From an optimization exercise on the open Yosys and OpenROAD flow, aimed at small area; shortcuts taken in it are not production practice.
The RTL was checked by simulation tests, not by an equivalence proof against the original design.
No activity file was given, so power comes from the tool's default toggle rates.

==> inputs of exp/violet <==
==> flow/design.v <==
module simple_stack(in, out, clk, direction, enable);
	input [15:0] in;
	output [15:0] out;
	input clk, enable, direction;
	reg [15:0] t;
	reg [15:0] mem[0:26];
	reg [4:0] q;
	reg [4:0] g;
	integer i;
	wire push = enable & ~direction;
	wire pop  = enable & direction & (g != 5'd0);
	reg [3:0] lo, lo_r, lo_w;
	reg [6:0] hi;
	reg [26:0] at_w;
	reg [15:0] rd;
	reg [26:0] sel;
	reg [15:0] grp[0:8];
	always @(*) begin
		for (i = 0; i < 4; i = i + 1) begin
			lo[i]   = (q[1:0] == i);
			lo_r[i] = lo[i] & ~push;
			lo_w[i] = lo[i] & push;
		end
		for (i = 0; i < 7; i = i + 1)
			hi[i] = (q[4:2] == i);
		for (i = 0; i < 27; i = i + 1) begin
			sel[i] = hi[i / 4] & lo_r[i % 4];
			at_w[i] = hi[i / 4] & lo_w[i % 4];
		end
		for (i = 0; i < 9; i = i + 1)
			grp[i] = ({16{sel[3*i]}} & mem[3*i]) | ({16{sel[3*i+1]}} & mem[3*i+1])
			       | ({16{sel[3*i+2]}} & mem[3*i+2]);
		rd = (({16{push}} & in) | grp[0] | grp[1]) | (grp[2] | grp[3] | grp[4])
		   | (grp[5] | grp[6] | grp[7] | grp[8]);
	end
	assign out = t;
	always @(posedge clk) begin
		for (i = 0; i < 27; i = i + 1)
			if (at_w[(i + 26) % 27])
				mem[i] <= t;
		if (push | pop)
			t <= rd;
		if (push) begin
			q <= (q >= 5'd26) ? 5'd0 : q + 5'd1;
			g <= (g >= 5'd27) ? 5'd27 : g + 5'd1;
		end else if (pop) begin
			q <= (q == 5'd0) ? 5'd26 : q - 5'd1;
			g <= g - 5'd1;
		end
	end
endmodule
==> flow/flow/run.sh <==
#!/bin/bash
# Own layout flow: the standard flow, with an area-oriented ABC script in
# synthesis, port buffers of the smallest size, drivers upsized instead of
# buffered after placement, and a leaner clock tree. Each step's output goes
# to a log file here; ORFS keeps its own logs in orfs/logs.
set -euo pipefail
here=$(pwd)
export AREA_ABC_SCRIPT=$here/flow/area.abc
CTS="-sink_clustering_enable -repair_clock_nets -dont_use_dummy_load"
CTS="$CTS -buf_list sky130_fd_sc_hd__clkbuf_16 -sink_clustering_size 30 -sink_clustering_max_diameter 80"
std() {
  bash standard.sh SYNTH_SCRIPT=$here/flow/my_synth.tcl "CTS_ARGS=$CTS" \
    "BUFFER_PORTS_ARGS=-buffer_cell sky130_fd_sc_hd__buf_1" "$@"
}
std synth > synth.log 2>&1
std place > place.log 2>&1
RESULTS=$here/orfs/results/sky130hd/simple_stack/base \
DONT_USE="$(make -s -C "$FLOW_HOME" DESIGN_CONFIG=$here/config.mk WORK_HOME=$here/orfs print-DONT_USE_CELLS | sed 's/^DONT_USE_CELLS: //')" \
  openroad -no_init -exit $here/flow/upsize_place.tcl > upsize.log 2>&1
std ${LF_TARGET:-finish} > layout.log 2>&1
==> flow/flow/area.abc <==
strash
scorr
strash
&get -n
&nf -R 1000 -C 32
&put
strash
&get -n
&nf -R 1000 -C 32
&put
==> flow/flow/my_synth.tcl <==
# The standard synthesis (synth_recipe.tcl), except that ABC maps the logic with
# the area-oriented script in area.abc instead of ORFS's speed script. Yosys
# maps the flip-flops before ABC runs, so the registers and their names are
# the standard synthesis's.
proc synth {args} { yosys synth -nofsm -noshare {*}$args }
proc abc {args} {
  set i [lsearch -exact $args -script]
  if {$i >= 0} { set args [lreplace $args $i [expr {$i + 1}]] }
  set i [lsearch -exact $args -D]
  if {$i >= 0} { set args [lreplace $args $i [expr {$i + 1}]] }
  yosys abc -script $::env(AREA_ABC_SCRIPT) {*}$args
}
source $::env(SCRIPTS_DIR)/synth.tcl
# left out here: clear keep_hierarchy, flatten, clean up, hide names made inside functions, write 1_2_yosys.v
==> flow/flow/upsize_place.tcl <==
# After placement: take out the resizer's slew/cap repair buffers and upsize the
# weak drivers instead, where a bigger version of the same cell fixes the
# violation; repair_design then buffers whatever is left. Legalizes the
# placement and writes 3_place.odb back.
set P $::env(FLOW_HOME)/platforms/sky130hd
set R $::env(RESULTS)
read_lef $P/lef/sky130_fd_sc_hd.tlef
read_lef $P/lef/sky130_fd_sc_hd_merged.lef
read_liberty $P/lib/sky130_fd_sc_hd__tt_025C_1v80.lib
read_db $R/3_place.odb
read_sdc $R/3_place.sdc
source $P/setRC.tcl
set_dont_use $::env(DONT_USE)
# aim 20% below the library's slew limit, as ORFS's repair does by default,
# so that routing does not push the slews over it
set_max_transition 1.2 [current_design]
proc master_area {m} { return [expr {[$m getWidth] * [$m getHeight]}] }
proc bigger_masters {m} {
  set name [$m getName]
  if {![regexp {^(.*)_(\d+)$} $name -> base drv]} { return {} }
  set out {}
  foreach lib [[ord::get_db] getLibs] {
    foreach mm [$lib getMasters] {
      set n [$mm getName]
      if {[regexp "^[string map {. \\.} $base]_(\\d+)\$" $n -> d] && $d > $drv} {
        if {[llength [get_lib_cells -quiet $n]]} { lappend out [list [master_area $mm] $n] }
      }
    }
  }
  return [lsort -real -index 0 $out]
}
proc slew_violators {} {
  set drivers {}
  with_output_to_variable r { report_check_types -max_slew -max_capacitance -violators }
  foreach line [split $r "\n"] {
    if {[regexp {^(\S+)/(\S+)\s+[\d.]+\s+[\d.]+\s+-[\d.]+ \(VIOLATED\)} $line -> inst pin]} {
      set p [get_pins -quiet $inst/$pin]
      if {$p eq ""} continue
      if {[get_property $p direction] eq "output"} { lappend drivers $inst } else {
        foreach d [get_pins -quiet -of_objects [get_nets -of_objects $p] -filter "direction == output"] {
          set fn [get_full_name $d]
          lappend drivers [string range $fn 0 [expr {[string last / $fn] - 1}]]
        }
      }
    }
  }
  return [lsort -unique $drivers]
}
set block [ord::get_db_block]
set bufs {}
foreach inst [$block getInsts] {
  if {[regexp {^(place|rebuffer|split|wire)\d+} [$inst getName]]} { lappend bufs [$inst getName] }
}
puts "UPSIZE removing [llength $bufs] resizer buffers"
foreach name $bufs {
  set inst [$block findInst $name]
  set in_net [[$inst findITerm A] getNet]
  set out_net [[$inst findITerm X] getNet]
  if {[llength [$out_net getBTerms]]} { continue }
  foreach it [$out_net getITerms] {
    if {[$it getInst] eq $inst} continue
    $it disconnect
    $it connect $in_net
  }
  odb::dbInst_destroy $inst
  odb::dbNet_destroy $out_net
}
estimate_parasitics -placement
for {set it 0} {$it < 8} {incr it} {
  set changed 0
  foreach name [slew_violators] {
    set inst [$block findInst $name]
    if {$inst eq "NULL"} continue
    set m [$inst getMaster]
    if {[$m isSequential]} continue
    set cands [bigger_masters $m]
    if {![llength $cands]} continue
    set new [lindex $cands 0 1]
    replace_cell [get_cells $name] [get_lib_cells $new]
    incr changed
  }
  puts "UPSIZE iteration $it: upsized $changed"
  if {!$changed} break
  estimate_parasitics -placement
}
# what is left is mostly flip-flop outputs with many loads: small buffers do
set_dont_use [concat $::env(DONT_USE) sky130_fd_sc_hd__buf_6 sky130_fd_sc_hd__buf_8 sky130_fd_sc_hd__buf_12 sky130_fd_sc_hd__buf_16 sky130_fd_sc_hd__bufbuf_*]
repair_design
detailed_placement
check_placement -verbose
estimate_parasitics -placement
report_check_types -max_slew -max_capacitance -violators
report_worst_slack -max
write_db $R/3_place.odb
==> flow/standard.sh <==
#!/bin/bash
# synth_recipe.tcl (not shown) runs the flow's synth.tcl, then flattens the netlist and writes it again
# the make line also repeats each setting of config.mk as NAME=value (left out here)
make -C /OpenROAD-flow-scripts/flow DESIGN_CONFIG=/design/flow/config.mk WORK_HOME=/design/flow/orfs CLKGATE_MAP_FILE= SYNTH_SCRIPT=/design/flow/synth_recipe.tcl "${@:-finish}"
==> flow/config.mk <==
export PLATFORM = sky130hd
export DESIGN_NAME = simple_stack
export DESIGN_NICKNAME = simple_stack
export VERILOG_FILES = /design/flow/design.v
export SDC_FILE = /design/flow/constraint.sdc
export NUM_CORES = 4
export LEC_CHECK = 0
export CAP_MARGIN = 20
export CORE_MARGIN = 2
export CORE_UTILIZATION = 55
export SLEW_MARGIN = 20
==> flow/constraint.sdc <==
create_clock -name core_clock -period 5.0 [get_ports {clk}]
set_input_delay 1.0000 -clock core_clock [delete_from_list [all_inputs] [get_ports {clk}]]
set_output_delay 1.0000 -clock core_clock [all_outputs]
set_load 0.01 [all_outputs]
==> exp/indigo: changes against exp/violet <==
==> flow/design.v (replaced) <==
module simple_stack(in, out, clk, direction, enable);
	input [15:0] in;
	output [15:0] out;
	input clk, enable, direction;
	reg [15:0] t;
	reg [15:0] mem[0:26];
	reg [4:0] q;
	reg [4:0] g;
	integer i;
	wire push = enable & ~direction;
	wire pop  = enable & direction & (g != 5'd0);
	wire [4:0] q_inc = (q >= 5'd26) ? 5'd0 : q + 5'd1;
	wire [4:0] q_dec = (q == 5'd0) ? 5'd26 : q - 5'd1;
	assign out = t;
	always @(posedge clk) begin
		for (i = 0; i < 27; i = i + 1)
			if (push && q_inc == i)
				mem[i] <= t;
		if (push) begin
			t <= in;
			q <= q_inc;
			g <= (g >= 5'd27) ? 5'd27 : g + 5'd1;
		end else if (pop) begin
			t <= mem[q];
			q <= q_dec;
			g <= g - 5'd1;
		end
	end
endmodule
==> flow/flow/run.sh (replaced) <==
#!/bin/bash
# Own layout flow: the standard flow, with an area-oriented ABC script in
# synthesis, port buffers of the smallest size and a leaner clock tree.
# Each step's output goes to a log file here; ORFS keeps its own logs in orfs/logs.
set -euo pipefail
here=$(pwd)
export AREA_ABC_SCRIPT=$here/flow/area.abc
bash standard.sh SYNTH_SCRIPT=$here/flow/my_synth.tcl synth > synth.log 2>&1
CTS="-sink_clustering_enable -repair_clock_nets -dont_use_dummy_load"
CTS="$CTS -buf_list sky130_fd_sc_hd__clkbuf_16 -sink_clustering_size 30 -sink_clustering_max_diameter 80"
bash standard.sh SYNTH_SCRIPT=$here/flow/my_synth.tcl "CTS_ARGS=$CTS" \
  "BUFFER_PORTS_ARGS=-buffer_cell sky130_fd_sc_hd__buf_1" finish > layout.log 2>&1
==> flow/flow/area.abc (replaced) <==
strash
&get -n
&fraig -x
&put
scorr
dc2
strash
&get -n
&dch -f
&nf -R 1000
&put
--- a/flow/config.mk
+++ b/flow/config.mk
@@ -6,6 +6,6 @@
 export NUM_CORES = 4
 export LEC_CHECK = 0
-export CAP_MARGIN = 20
+export CAP_MARGIN = 0
 export CORE_MARGIN = 2
 export CORE_UTILIZATION = 55
-export SLEW_MARGIN = 20
+export SLEW_MARGIN = 0
removed: flow/flow/upsize_place.tcl
==> summary of the runs <==
Maximum frequency: exp/violet is smaller than exp/indigo (about 1.4%). In exp/violet the combinational power is smaller than in exp/indigo, by about 25%. Cell count: exp/indigo is higher than exp/violet (10%). In exp/violet the count of clock-buffer cells in the layout is lower than in exp/indigo, by 1. In exp/violet the clock skew is lower than in exp/indigo, by 0.012 ns. Routed wire length: exp/violet is smaller than exp/indigo (about 20%). Of exp/violet and exp/indigo, exp/indigo has the higher utilization (gap 1.4 points). Of exp/violet and exp/indigo, exp/indigo has the higher worst setup slack (gap 0.051 ns).
==> figures <==
|  | exp/violet | exp/indigo |
|---|---|---|
| Run status | no timing/DRC/antenna violations | no timing/DRC/antenna violations |
| Total routed wire length on the met1 layer | 15900 µm | 18900 µm |
| Starting density of the core | 55.5% | 55.9% |
| Util after Layout | 60.2% | 61.6% |
| Internal | 5.41 mW | 5.44 mW |
| Maximum VDD drop | 0.255 mV | 0.358 mV |
| Multi-Input Combinational | 358 | 429 |
| Share of power burned in the clock network | 24.3% | 24.8% |
| Overall fraction of global-route tracks in use | 26.5% | 33.1% |
| Post-place instance area | 0.0175 mm² | 0.0178 mm² |
| Highest-delay cell along the critical path | a222oi_1 | nor2_2 |
| Number of design-rule violations left by the first detailed-router iteration | 1687 | 1845 |
| Met1 Use GR | 37.6% | 47.8% |
| Reported sequential group power | 4.81 mW | 4.66 mW |
| Share of the synthesized area in the top cell type | 84.2% | 82.8% |
| NumNets Final | 910 | 1043 |
| Number of standard cells after synthesis | 821 | 895 |
| Total length of routed met2 wires | 20000 µm | 23700 µm |

## re-timing with driven ports
How much do the figures lean on ideal ports? The routed layouts below were timed once more, with nothing changed but the port constraints.
Step 1 sets driving cells, clkbuf_16 on the clock port and buf_2 on the other inputs (assumed; they add their load-dependent delay and slew).
Step 2 times the ports against the registers' clock, not the clock port: input delays grow and output delays shrink by t, the midpoint of the rising clock arrivals with the driver on.
Slacks: ideal ports / drivers / drivers and shift; pairs: ideal ports / drivers.
run	t (ns)	slack for setup (ns)	worst setup path at the end
exp/violet	0.569	1.328 / 1.355 / 0.787	input to register
exp/indigo	0.593	1.379 / 1.379 / 1.231	input to register
After both steps setup and hold are still met in every run listed. The setup slack of exp/violet, which loses most, moves by +0.027 ns with the drivers and by -0.541 ns with both steps.
